This design comes from an exercise in tuning for small area on the open sky130 flow, not from production work. In this exercise RTL edits were held to simulation tests only and were not proved equivalent to the original. No activity file was given, so power comes from the tool's default toggle rates.

File: flow/config.mk
export PLATFORM = sky130hd
export DESIGN_NAME = Digitales2_TopMod
export DESIGN_NICKNAME = Digitales2_TopMod
export VERILOG_FILES = /design/flow/design.v
export SDC_FILE = /design/flow/constraint.sdc
export NUM_CORES = 4
export LEC_CHECK = 0
export CAP_MARGIN = 20
export CORE_MARGIN = 2
export CORE_UTILIZATION = 40
export PLACE_DENSITY = 0.6
export SLEW_MARGIN = 20
File: flow/constraint.sdc
create_clock -name core_clock -period 10.0 [get_ports {clk}]
set_input_delay 2.0000 -clock core_clock [delete_from_list [all_inputs] [get_ports {clk}]]
set_output_delay 2.0000 -clock core_clock [all_outputs]
set_load 0.01 [all_outputs]
File: flow/design.v
`timescale 1ns / 1ps
module Clock_Contador(
    input wire clk,
	 input wire rst,
    output wire clk_mod,
	 output wire clk_control
    );
reg [17:0] cont;    
always @ (posedge clk, posedge rst)    
begin
	if (rst) begin cont<=0; end
	else begin cont<=cont+1'b1; end
end
assign clk_mod = (cont[16:0] == 17'h0FFFF);  
assign clk_control = (cont == 18'h1FFFF);  
endmodule
`timescale 1ns / 1ps
module FMS_Control(input wire act_0,
		input wire clk,
		input wire en,
		input wire rst,
		output wire EN_out,
		output wire EN_in,
		output reg [1:0] Est
    );
localparam State_0 = 2'd0, 
			  State_1 = 2'd1, 
			  State_2 = 2'd2,
			  State_3 = 2'd3;
reg [1:0] Est_act;
reg [1:0] Est_sig;
assign EN_out = (Est_act == State_3);
assign EN_in = (Est_act == State_1);
always @ *
begin
	Est = 2'b00;
	case (Est_act)
		State_1: begin Est = 2'b01; end
		State_2: begin Est = 2'b10; end
		State_3: begin Est = 2'b11; end
	endcase
end
always @ (posedge clk or posedge rst)
begin
	if (rst) Est_act <= State_0;
	else if (en) Est_act <= Est_sig;
end
always @ *
begin
	Est_sig = Est_act;
	case (Est_act)
		State_0: begin 
			if (act_0) Est_sig = State_1;
		end
		State_1: begin
			 Est_sig = State_2;
		end
		State_2: begin
			Est_sig = State_3;
		end
		State_3: begin Est_sig = State_1; end
	endcase
end
endmodule
`timescale 1ns / 1ps
module FMS_Display(input wire clk,
		input wire en,
		input wire rst,
		input wire [1:0] est,
		input wire [4:0] uni,
		input wire [1:0] dec,
		output reg [3:0] anodo,
		output reg [7:0] catodo
    );
localparam State_0 = 2'd0,     
			  State_1 = 2'd1, 	 
			  State_2 = 2'd2,
			  State_3 = 2'd3;
reg [1:0] Est_act;
reg [1:0] Est_sig;
always @ *
begin
	case (Est_act)
		State_0: begin
			anodo <= 4'b1110;
			case(est)       
			2'b00 : catodo = 8'b11000000;
			2'b01 : catodo = 8'b11111001;    
			2'b10 : catodo = 8'b10100100;    
			2'b11 : catodo = 8'b10110000;
			default : catodo = 8'b10000000;
			endcase
		end
		State_1: begin        
			anodo <= 4'b1101;
			 catodo=8'b10111111;
		end
		State_2: begin 
			anodo <= 4'b1011;       
			case(uni)
			5'b0000 : catodo = 8'b11000000;
			5'b0001 : catodo = 8'b11111001;
			5'b0010 : catodo = 8'b10100100;     
			5'b0011 : catodo = 8'b10110000;
			5'b0100 : catodo = 8'b10011001;
			5'b0101 : catodo = 8'b10010010;
			5'b0110 : catodo = 8'b10000010;
			5'b0111 : catodo = 8'b11111000;
			5'b1000 : catodo = 8'b10000000;
			5'b1001 : catodo = 8'b10010000;
			default : catodo = 8'b10000000;
			endcase
		end
		State_3: begin
			anodo <= 4'b0111;         
			case(dec)
			2'b00 : catodo = 8'b10100100;    
			2'b01 : catodo = 8'b10110000;	  
			2'b10 : catodo = 8'b10011001;
			2'b11 : catodo = 8'b10010010;
			endcase
		end
	endcase
end
always @ (posedge clk, posedge rst)      
begin
	if (rst) Est_act <= State_0;   
	else if (en) Est_act <= Est_sig;       
end
always @ *
begin
	Est_sig = Est_act;          
	case (Est_act)
		State_0: begin         
			Est_sig = State_1;     
		end
		State_1: begin
			Est_sig = State_2;
		end
		State_2: begin
			Est_sig = State_3;
		end
		State_3: begin 
			Est_sig = State_0; 
		end
	endcase
end
endmodule
`timescale 1ns / 1ps
module Reg_In(input wire [4:0] T,
		input wire C,
		input wire P,
		input wire EN,
		input wire rst,
		input wire clk,
		output reg [4:0] Temp,
		output reg Ca,
		output reg Pre
    );
always @(posedge clk or posedge rst)
begin
	if (rst) begin      
		Ca <= 1'b0;
		Temp <= 5'b0;
		Pre <= 1'b0;
	end
	else if (EN) begin     
		Ca <= C;            
		Temp <= T;
		Pre <= P;
	end
end
endmodule
`timescale 1ns / 1ps
module Reg_Out(input wire [1:0] LOG,
	input wire EN,
	input wire rst,
	input wire clk,
	output reg [1:0] out
    );
always @ (posedge clk or posedge rst)
begin
	if (rst) begin
		out <= 2'b0;     
	end
	else if (EN) begin   
		out <= LOG;
	end
end
endmodule
`timescale 1ns / 1ps
module Modulo_Logica(
    input wire[4:2] Tempe,
    input wire Carro,
    input wire Presencia,
    output wire [1:0] Salida
    );
	 reg [1:0] C_S;
	always @ *       
		if (Carro)      
			C_S = 2'B00;
		else if (!Presencia)   
			C_S=2'B00;
		else if(Tempe[4] | Tempe[3])   
			C_S = 2'B11;
		else if(Tempe[2])           
			C_S = 2'B01;
		else 
			C_S = 2'B00;
	assign Salida = C_S;  
endmodule
`timescale 1ns / 1ps
module Uni_Dec(input wire [4:0] temp,
		output reg [4:0] Uni,
		output reg [1:0] Dec
    );
always @ *
begin
	Uni = (temp<5'b01010) ? temp : (temp<5'b10100) ? (temp-5'b01010) :
		(temp<5'b11110) ? (temp-5'b10100) : (temp-5'b11110) ;
	Dec = (temp<5'b01010) ? 2'b00 : (temp<5'b10100) ? 2'b01 :
		(temp<5'b11110) ? 2'b10 : 2'b11 ;    
end
endmodule
`timescale 1ns / 1ps
module Sistema_Maestro(
		input [4:0] Temp,
		input Pres,
		input Carro,
		input clk,
		input m_rst,
		input active,
		output [1:0] Alarm_Vent,
		output [7:0] Catodos,
		output [3:0] Anodos
    );
wire clk_control;  
wire clk_mod;  
wire in_flag;  
wire out_flag;  
wire [1:0] state;  
wire [4:0] T;  
wire P;  
wire C;  
wire [1:0] log;  
wire [4:0] Uni;  
wire [1:0] Dec;  
FMS_Control Control (.act_0(active),
	.clk(clk),
	.en(clk_control),
	.rst(m_rst),
	.EN_out(out_flag),
	.EN_in(in_flag),
	.Est(state)
	);
Reg_In Entradas (.T(Temp),
	.C(Carro),
	.P(Pres),
	.EN(in_flag),
	.rst(m_rst),
	.clk(clk),
	.Temp(T),
	.Ca(C),
	.Pre(P)
	);
Modulo_Logica Logica (.Tempe(T[4:2]),
	.Carro(C),
	.Presencia(P),
	.Salida(log)
	);
Reg_Out Salidas (.LOG(log),
	.EN(out_flag),
	.rst(m_rst),
	.clk(clk),
	.out(Alarm_Vent)
	);
Uni_Dec BCD (.temp(T),
	.Uni(Uni),
	.Dec(Dec)
	);
FMS_Display Display (
      .clk(clk),
    .en(clk_mod), 
    .rst(m_rst),
	 .est(state), 
    .uni(Uni), 
    .dec(Dec), 
    .anodo(Anodos), 
    .catodo(Catodos)
    );
Clock_Contador CLOCK_modif (
    .clk(clk), 
    .rst(m_rst), 
    .clk_mod(clk_mod),
	 .clk_control(clk_control)
    );
endmodule
`timescale 1ns / 1ps
module Modulo_Activador(
    input wire [7:0] dato,
	 input wire tick,
	 input wire rst,
    output wire Inicio_Tomadatos
    );
reg Salida;
always @ *
	if (rst)
		Salida = 1'b0;
	else if (tick) 
		Salida =(dato==8'b00011101) ? 1'b1 : 1'b0;
	else 
		Salida = 1'b0;
assign Inicio_Tomadatos = Salida;	
endmodule
`timescale 1ns / 1ps
module Validador_Caracter(
    input wire rst,
    input wire [7:0] dato,
    input wire tick,
    output Verificador_C
    );
reg Reg_Sal;
always @ *
	if (rst)
		Reg_Sal = 1'b0;
	else if (tick)
		begin
		Reg_Sal = (dato==8'h16)? 1'b1 :
					(dato==8'h1E)? 1'b1 :
					(dato==8'h26)? 1'b1 :
					(dato==8'h25)? 1'b1 :
					(dato==8'h2E)? 1'b1 :
					(dato==8'h36)? 1'b1 :
					(dato==8'h3D)? 1'b1 :
					(dato==8'h3E)? 1'b1 :
					(dato==8'h46)? 1'b1 :
					(dato==8'h45)? 1'b1 :
					(dato==8'h43)? 1'b1 :
					(dato==8'h4D)? 1'b1 :
					(dato==8'h31)? 1'b1 :
					(dato==8'h5A)? 1'b1 : 1'b0;
		end
	else Reg_Sal = 1'b0;
assign Verificador_C = Reg_Sal;
endmodule
`timescale 1ns / 1ps
module Control_Recibir(
	 input wire rst,
    input wire clk,
    input wire cod_verificado,
    input wire inicio_datos,
    output reg active,
    output reg [3:0] registros
	 );
localparam 
			  State_1 = 3'b000, 
			  State_2 = 3'b001, 
			  State_3 = 3'b010,
			  State_4 = 3'b011,
			  State_5 = 3'b100,
			  State_6 = 3'b110;
reg [2:0]act_state,next_state; 
always @ (posedge clk, posedge rst)
	if (rst)  
		act_state <= State_1;
	else  
		act_state <= next_state;
always @ *
begin 
	next_state = act_state;
	case (act_state) 
		State_1: 
			if (inicio_datos==1'b1) 
				begin next_state = State_2; end
		State_2:  
			if (cod_verificado==1'b1) 
				begin next_state = State_3; end
		State_3:  
			if (cod_verificado==1'b1) 
				begin next_state = State_4; end
		State_4:  
			if (cod_verificado==1'b1)
				begin	next_state = State_5; end
		State_5:  
			if (cod_verificado==1'b1) 
				begin next_state = State_6; end	
		State_6:   
				begin next_state = State_1; end
	endcase
end
always @ *
	begin
		registros = 4'b0000;
		active = 1'b0;	
		case (act_state)
			State_1: begin 
				registros = 4'b0000;
				active = 1'b0;	
				end
			State_2: begin 
				registros = 4'b0001;
				active = 1'b0;	
				end
			State_3: begin 
				registros = 4'b0010;
				active = 1'b0;	
				end
			State_4: begin 
				registros = 4'b0100;
				active = 1'b0;	
				end
			State_5: begin 
				registros = 4'b1000;
				active = 1'b1;	
				end
			State_6: begin 
				registros = 4'b0000;
				active = 1'b1;	
				end
		endcase
	end
endmodule
`timescale 1ns / 1ps
module Reg_DatosListos(
		input wire [7:0] dato,
		input wire EN,
		input wire clk,
		input wire rst,
		output reg [7:0] dato_out
    );
always @ (posedge clk, posedge rst)
	if (rst)
		dato_out <= 8'b0;
	else if (EN)
		dato_out <= dato;
endmodule
`timescale 1ns / 1ps
module Decodificador_Datos(
	 input wire rst,
    input wire [7:0] decenas,
    input wire [7:0] unidades,
    input wire [7:0] presencia,
    input wire [7:0] ignicion,
    output reg [4:0] Temp,
    output reg Pres,
    output reg Carro
    );
reg [4:0] unidades_Decimal;
always @ *
	if(rst)
		begin
		unidades_Decimal = 5'd0;
		Temp = 5'b0;
		Pres = 0;
		Carro =0;
		end
	else
		begin
		unidades_Decimal = (unidades ==8'h16)? 5'd1:
								 (unidades ==8'h1E)? 5'd2:
								 (unidades ==8'h26)? 5'd3:
								 (unidades ==8'h25)? 5'd4:
								 (unidades ==8'h2E)? 5'd5:
								 (unidades ==8'h36)? 5'd6:
								 (unidades ==8'h3D)? 5'd7:
								 (unidades ==8'h3E)? 5'd8:
								 (unidades ==8'h46)? 5'd9: 5'd0;
		Pres = (presencia==8'h4D)? 1'b1:1'b0;
		Carro = (ignicion == 8'h43)? 1'b1 :1'b0;
		Temp = (decenas >= 8'h2E)? (unidades_Decimal+5'b11110):
				 (decenas == 8'h25)? (unidades_Decimal+5'b10100):
				 (decenas == 8'h26)? (unidades_Decimal+5'b01010): unidades_Decimal;
		end
endmodule
`timescale 1ns / 1ps
module Capturador_de_Datos(
    input [7:0] Dato,
    input Tick,
	 input rst,
	 input clk,
    output active,
    output [4:0] Temp,
    output Presencia,
    output Carro
    );
wire Yes;
wire Veri_Si;
wire [3:0] REG;
wire [7:0]C_Decenas;
wire [7:0]C_Unidades;
wire [7:0]C_Presencia;
wire [7:0]C_Ignicion;
 Modulo_Activador Activacion (
    .dato(Dato),
	 .tick(Tick),
	 .rst(rst),
    .Inicio_Tomadatos(Yes)
    );
 Validador_Caracter Validacion (
	 .rst(rst),
    .dato(Dato),
    .tick(Tick),
    .Verificador_C(Veri_Si)
	);
 Control_Recibir Control (
    .rst(rst),
    .clk(clk),
    .cod_verificado(Veri_Si),
    .inicio_datos(Yes),
    .active(active),
    .registros (REG)
	 );
 Reg_DatosListos Registro_Dec (
    .dato(Dato),
	 .EN(REG[0]),
    .clk(clk),
	 .rst(rst),
	 .dato_out(C_Decenas)
   );
 Reg_DatosListos Registro_Uni (
    .dato(Dato),
	 .EN(REG[1]),
    .clk(clk),
	 .rst(rst),
	 .dato_out(C_Unidades)
   );
 Reg_DatosListos Registro_Pre (
    .dato(Dato),
	 .EN(REG[2]),
    .clk(clk),
	 .rst(rst),
	 .dato_out(C_Presencia)
   );
 Reg_DatosListos Registro_Ign (
    .dato(Dato),
	 .EN(REG[3]),
    .clk(clk),
	 .rst(rst),
	 .dato_out(C_Ignicion)
   );
 Decodificador_Datos Salidas(
	 .rst(rst),
    .decenas(C_Decenas),
    .unidades(C_Unidades),
    .presencia(C_Presencia),
    .ignicion(C_Ignicion),
    .Temp(Temp),
    .Pres(Presencia),
    .Carro(Carro)
	 );
endmodule
`timescale 1ns / 1ps
module Proyecto_2(
    input wire [7:0] Dato ,
    input wire Tick,
    input wire clk,
    input wire rst,
    output [1:0] Alarma_Vent,
    output [7:0] Catodos,
    output [3:0] Anodos
    );
wire C_Active;
wire C_Presencia;
wire C_Carro;
wire [4:0] C_Temp;
Capturador_de_Datos Captador(
    .Dato(Dato),
    .Tick(Tick),
	 .rst(rst),
	 .clk(clk),
    .active(C_Active),
    .Temp(C_Temp),
    .Presencia(C_Presencia),
    .Carro(C_Carro)
    );
Sistema_Maestro Proyecto_1(
		.Temp(C_Temp),
		.Pres(C_Presencia),
		.Carro(C_Carro),
		.clk(clk),
		.m_rst(rst),
		.active(C_Active),
		.Alarm_Vent(Alarma_Vent),
		.Catodos(Catodos),
		.Anodos(Anodos)
    );
endmodule
`timescale 1ns / 1ps
module Get_Code_Mod(
    input wire clk, rst,
	 input wire [7:0] code,  
	 input wire tick_done,  
	 output reg tick_data,  
	 output reg tick_data2
	 );
localparam brk = 8'hf0;  
localparam wait_brk = 1'b0,  
			  get_code = 1'b1;  
reg act_state, next_state; 
always @ (posedge clk, posedge rst)
	if (rst)  
		act_state <= wait_brk;
	else  
		act_state <= next_state;
always @ *
begin 
	tick_data = 1'b0; 
	tick_data2= 1'b0;
	next_state = act_state;
	case (act_state)  
		wait_brk:  
			if (tick_done == 1'b1 && code == brk)  
				next_state = get_code;
		get_code:  
			if (tick_done)  
				begin
					tick_data = 1'b1;  
					tick_data2= 1'b1;
					next_state = wait_brk;
				end
	endcase
end
endmodule
`timescale 1ns / 1ps
module Protocolo_PS2(
		input wire clk, rst,EN,
		input wire data_in, ps2_c,
		output reg done_tick,
		output wire [7:0] data_out,
		output wire correct
    );
localparam [1:0]
	idle = 2'b00,
	cuenta = 2'b01,
	load = 2'b10;
reg [1:0] act_state, next_state;  
reg [7:0] filtro_act;  
wire [7:0] filtro_next;  
reg ps2_act;  
wire ps2_next;  
reg [3:0] cont_act, cont_next;  
reg [10:0] bus_act, bus_next;  
wire fall_edge;  
always @ (posedge clk, posedge rst)
	if (rst)  
		begin
			filtro_act <= 8'b0;
			ps2_act <= 1'b0;
		end
	else  
		begin
			filtro_act <= filtro_next;
			ps2_act <= ps2_next;
		end
assign filtro_next = {ps2_c, filtro_act[7:1]};  
assign ps2_next = (filtro_act == 8'hff) ? 1'b1 :  
						(filtro_act==8'h00) ? 1'b0 :  
						ps2_act;  
assign fall_edge = ps2_act & ~(ps2_next);  
always @ (posedge clk, posedge rst) 
	if(rst)  
		begin
			act_state <= idle;
			cont_act <= 4'b0;
			bus_act <= 11'b0;
		end
	else  
		begin
			act_state <= next_state;
			cont_act <= cont_next;
			bus_act <= bus_next;
		end
always @ * 
begin
	next_state = act_state; 
	done_tick = 1'b0;
	cont_next = cont_act;
	bus_next = bus_act;
	case (act_state)  
		idle:  
			if (fall_edge && EN)  
				begin
					bus_next = {data_in, bus_act[10:1]};  
					cont_next = 4'b1001;  
					next_state = cuenta;  
				end
		cuenta:  
			if (fall_edge)  
				begin
					bus_next = {data_in, bus_act[10:1]};  
					if (cont_act==0)  
						next_state = load;
					else  
						cont_next = cont_act - 1'b1; 
				end
		load:  
			begin
				next_state = idle;  
				done_tick = 1'b1;  
			end
		endcase
end
assign data_out = bus_act [8:1];  
assign correct = bus_act [0];
endmodule
`timescale 1ns / 1ps
module Reg_Data(
		input wire [7:0] dato,
		input wire EN,
		input wire clk,
		input wire rst,
		output reg [7:0] dato_out
    );
always @ (posedge clk, posedge rst)
	if (rst)
		dato_out <= 8'b0;
	else if (EN)
		dato_out <= dato;
endmodule
`timescale 1ns / 1ps
module Prueb_Teclado(
		input clk,
		input rst,
		input ps2d,
		input ps2c,
		input EN,
		output [7:0] code,
		output Tick,
		output correct
    );
wire tick_done;
wire tick_data;
wire [7:0] dato; 
Get_Code_Mod Toma_Dato (
    .clk(clk), 
    .rst(rst), 
    .code(dato), 
    .tick_done(tick_done), 
    .tick_data(tick_data),
	 .tick_data2(Tick)
    );
Protocolo_PS2 Protocolo (
    .clk(clk), 
    .rst(rst), 
	 .EN(EN),
    .data_in(ps2d), 
    .ps2_c(ps2c),  
    .done_tick(tick_done), 
    .data_out(dato), 
    .correct(correct)
    );
Reg_Data instance_name (
    .dato(dato), 
    .EN(tick_data), 
    .clk(clk), 
    .rst(rst), 
    .dato_out(code)
    );
endmodule
`timescale 1ns / 1ps
module Digitales2_TopMod(
		input clk, rst,EN,
		input ps2d, ps2c,
		output correct,
		output [1:0] Alarma_Vent,
		output [7:0] Catodos,
		output [3:0] Anodos 
    );
wire tick;
wire [7:0] Dato;
Proyecto_2 Enlace_P1_P2 (
    .Dato(Dato), 
    .Tick(tick), 
    .clk(clk), 
    .rst(rst), 
    .Alarma_Vent(Alarma_Vent), 
    .Catodos(Catodos), 
    .Anodos(Anodos)
    );
Prueb_Teclado Prueba(
		.clk(clk),
		.rst(rst),
		.EN(EN),
		.ps2d(ps2d),
		.ps2c(ps2c),
		.code(Dato),
		.Tick(tick),
		.correct(correct)
    );
endmodule
File: flow/run.sh
#!/bin/bash
# synth_recipe.tcl (not shown) runs the flow's synth.tcl, then flattens the netlist and writes it again
# the make line also repeats each setting of config.mk as NAME=value (left out here)
make -C /OpenROAD-flow-scripts/flow DESIGN_CONFIG=/design/flow/config.mk WORK_HOME=/design/flow/orfs CLKGATE_MAP_FILE= SYNTH_SCRIPT=/design/flow/synth_recipe.tcl finish
==> results by group <==
Drt
  – Vias/cell: 5.183
  – DR vias: around 3,700
  – Routed wire length: just under 10 mm
  – Avg WL per Cell: 13.87 microns
  – First-pass iteration count of the detailed router: 4
  – DRC: 0
  – Iteration-0 DRC Markers: 203
  – Antenna viol nets, final: 0

Timing
  – Rel. slew slack: roughly two fifths
  – WHS: slightly above 0.4 ns
  – Final Skew: around 0.0081 ns
  – Final Setup Violations: 0
  – RSZ-0062 raised after global routing: false
  – Worst-Margin Slew: between 0.9 and 1 ns
  – Fin crit share: 54.91%
  – Slew Limit Fails: 0
  – Final min period: 5.491 ns
  – Fin. Hold Viols: 0
  – Achievable Freq: roughly 0.18 GHz
  – Final WS setup: around 4.5 ns
  – Setup TNS: 0 ns

Critical path
  – CP required: ~8.0 ns
  – CP Launch Type: register
  – Critical path type: reg2out
  – Worst r2r src: Prueba.Protocolo.filtro_act[1]
  – Critical path startpoint: Enlace_P1_P2.Proyecto_1.Entradas.Temp[2]
  – WP data arrival: about 3.5 ns
  – Crit Path Max Fanout: 9
  – Crit path capture type: primary output

Global routing
  – GRT Util Overall: around 15%
  – Largest net degree at the start of global routing: 69
  – Vias in the first global route: 3,656
  – First-pass GRT wire length: between 15 and 20 mm
  – GRT overflow: 0
  – Initial antenna violation count: 0

Clock tree
  – Clk sinks: 101
  – Postcts setup bufs: 0
  – CTS H-Tree Depth: 3
  – Clock slew at the register clock pins of the worst setup and hold paths: roughly 0.070 ns
  – Hold_buf cts: 0
  – Clk root buf: clkbuf_16
  – Max clock buf depth: 2
  – Clock latency (worst-skew pair): ~0.35 ns
  – Total CTS buffers: 9
  – CTS tree: yes
  – Resize count post-CTS: 0

Yosys
  – Post-Syn Area: about 5400 sq um
  – Synth Register Bits: 101
  – Syn nets: approximately 570
  – Synth area leader: dfrtp_1
  – Async S/R FF share, synth: 100.0%
  – Synth Area per Inst: 10.30 sq um
  – Syn Inst Count: 524
  – Synth area leaders: dfrtp_1 (47%), mux2_2 (8.8%), ha_1 (8.6%)
  – Post-synth top area share: 46.84%
  – Yosys warning count: 15
  – Register area share after synthesis: 46.84%
  – EDFF count, synth: 0
  – Netlist cell types: slightly below 60
  – Most used DFF post-synth: dfrtp_1

Power
  – Power per Cell Area: ~130 nW/um^2
  – P_leak: ~0.0028 uW
  – Max VDD drop: 0.0001342 V

Floorplanning
  – Number of I/O pins: 20
  – Initial Utilization: around two fifths
  – Die H: roughly 120 microns
  – FP Rows: between 40 and 50
  – Core box area: 13,190 sq um
  – Die area: ~14,000 sq um
  – Die X: around 120 microns

Layout
  – Share of cells above drive strength 1: 12.75%
  – Nets: between 500 and 600
  – Fin area: 6016 sq um
  – Commonest non-fill, non-tap cell in the layout: dfrtp_1
  – P&R area growth vs syn: 11.48%
  – Filler instances: 1,231
  – N_diodes: 0
  – Most frequent cells in the layout: dfrtp_1 (101), nand2_1 (60), mux2_2 (42)
  – Finished Layout Cells: 717

Worst hold path
  – HP Start: Prueba.Protocolo.filtro_act[5]
  – Hold crit path type: reg2reg

Place
  – Worst slack at placement: roughly 4.9 ns
  – Placed Cells incl. Taps: ~700
  – Final HPWL DP: 7.035 mm
  – DP Area: around 5700 sq um
  – Final RePlAce weighted congestion: roughly 0.83
  – Port-buffer cells: 18

Run status
  – Outcome: timing/DRC/antenna clean

Flow run
  – Max_cap viols: 0
report_power, final:
part           total [uW]  leakage (uW)  switching, uW  internal (uW)
sequential            416       0.00132           3.77            413
clock                 338      0.000134            159            179
combinational        31.1       0.00135           20.6           10.5
worst paths after layout:
| kind | to | slack [ns] | depth (start not counted) |
|---|---|---|---|
| worst min register to register | Prueba.Protocolo.filtro_act[4] | 0.40 | 0 |
| worst max register to register | Prueba.Protocolo.cont_act[2] | 7.59 | 6 |
| worst min-delay path | Prueba.Protocolo.filtro_act[4] | 0.40 | 0 |
| worst max-delay path | Catodos[1] | 4.51 | 11 |
| min in group asynchronous | Enlace_P1_P2.Proyecto_1.Entradas.Ca | 2.13 | 2 |
| max in group asynchronous | Enlace_P1_P2.Proyecto_1.CLOCK_modif.cont[6] | 6.67 | 3 |
registers in the layout, summed over array words and instances, names as in the netlist:
name / flops
Enlace_P1_P2.Proyecto_1.Entradas.Pre: 1
Enlace_P1_P2.Proyecto_1.CLOCK_modif.cont: 18
Enlace_P1_P2.Captador.Control.act_state: 3
Prueba.Protocolo.filtro_act: 8
Enlace_P1_P2.Proyecto_1.Control.Est_act: 2
Prueba.Protocolo.ps2_act: 1
Prueba.Toma_Dato.act_state: 1
Enlace_P1_P2.Proyecto_1.Entradas.Ca: 1
Enlace_P1_P2.Proyecto_1.Salidas.out: 2
Prueba.Protocolo.act_state: 2
Enlace_P1_P2.Captador.Registro_Pre.dato_out: 8
Enlace_P1_P2.Captador.Registro_Uni.dato_out: 8
Enlace_P1_P2.Proyecto_1.Entradas.Temp: 5
Prueba.instance_name.dato_out: 8
Enlace_P1_P2.Proyecto_1.Display.Est_act: 2
Enlace_P1_P2.Captador.Registro_Ign.dato_out: 8
Prueba.Protocolo.cont_act: 4
Prueba.Protocolo.bus_act: 11
Enlace_P1_P2.Captador.Registro_Dec.dato_out: 8
synthesized netlist by cell type (3+ instances only):
master,instances
o211ai_1,3
nand2b_1,13
inv_1,38
nor4b_1,5
xor2_1,10
a31oi_1,3
nor3_1,5
buf_2,4
nand4_1,9
nor4_1,3
nand2_1,60
nand3b_1,4
nand3_1,15
and3_1,7
o21ai_1,4
o21ai_0,24
xnor2_1,11
a21oi_1,15
dfrtp_1,101
mux2_2,42
nor3_2,3
o22ai_1,7
nor2_1,31
nor2b_1,3
o311a_1,3
clkbuf_1,11
mux2i_1,10
ha_1,37
stage by stage:
step | power, uW | utilization, %
floorplan | 447.2 | -
global placement | 455.2 | 43.41
detailed placement | 456.2 | 43.41
CTS | 798.0 | 45.61
global route | 820.9 | 45.61
finish | 785.4 | 45.61
logic make-up after synthesis:
| family | Yosys count | share of synthesized area, % |
|---|---|---|
| compound gates | 83 | 10.04 |
| flops | 101 | 46.84 |
| mux | 52 | 10.62 |
| simple gates | 172 | 16.23 |
| xor+xnor | 21 | 3.408 |
| buf+inv | 57 | 4.220 |
| other cells | 1 | 0.06949 |
| fa+ha+maj | 37 | 8.579 |
routing by layer:
layer  up-vias  share of wire, %  GRT usage, %
met5         -                 0             0
met4         0               1.2         3.824
met3        11               2.9         4.135
met2        47                49         24.50
met1      1818                47         19.29
li1       1840                 -             -
worst max-delay path, stage by stage, from the launching register on:
cell             delay, ns
dfrtp_1               0.49
inv_2                 0.15
ha_1                  0.27
nor2_1                0.09
a21oi_1               0.15
mux2i_1               0.12
xnor2_1               0.41
inv_1                 0.16
ha_1                  0.30
o311a_1               0.35
a21oi_1               0.12
clkdlybuf4s50_1       0.54
cell type report:
class | count | area (sq um) | share of cell area, %
repair buffers | 19 | 187.7 | 3.120
clock buffers | 10 | 239.0 | 3.973
flip-flops and latches | 101 | 2527 | 42.01
multi-input cells | 366 | 2641 | 43.91
well taps | 176 | 220.2 | 3.661
inverters | 39 | 148.9 | 2.475
clock inverters | 6 | 51.30 | 0.8527

==> port drivers added, routing unchanged <==
In the flow no input, the clock included, has a driving cell. The finished layout below was timed again as built, in two steps. Step 1: set_driving_cell puts a clkbuf_16 on clk and a buf_2 on each other input, an assumption about the parent block. Step 2 times the ports against the registers' clock, not the clock port: input delays grow and output delays shrink by t, the midpoint of the rising clock arrivals with the driver on. Three values: ideal ports, drivers, drivers and shift; two values: the first two.
shift t [ns]: 0.382
setup WS [ns]: 4.509 / 4.472 / 4.854
cell pins on the clock port's net: 1
After both steps this run still meets setup and hold. For this run, drivers alone change the setup slack by -0.037 ns; drivers and shift together by +0.345 ns.
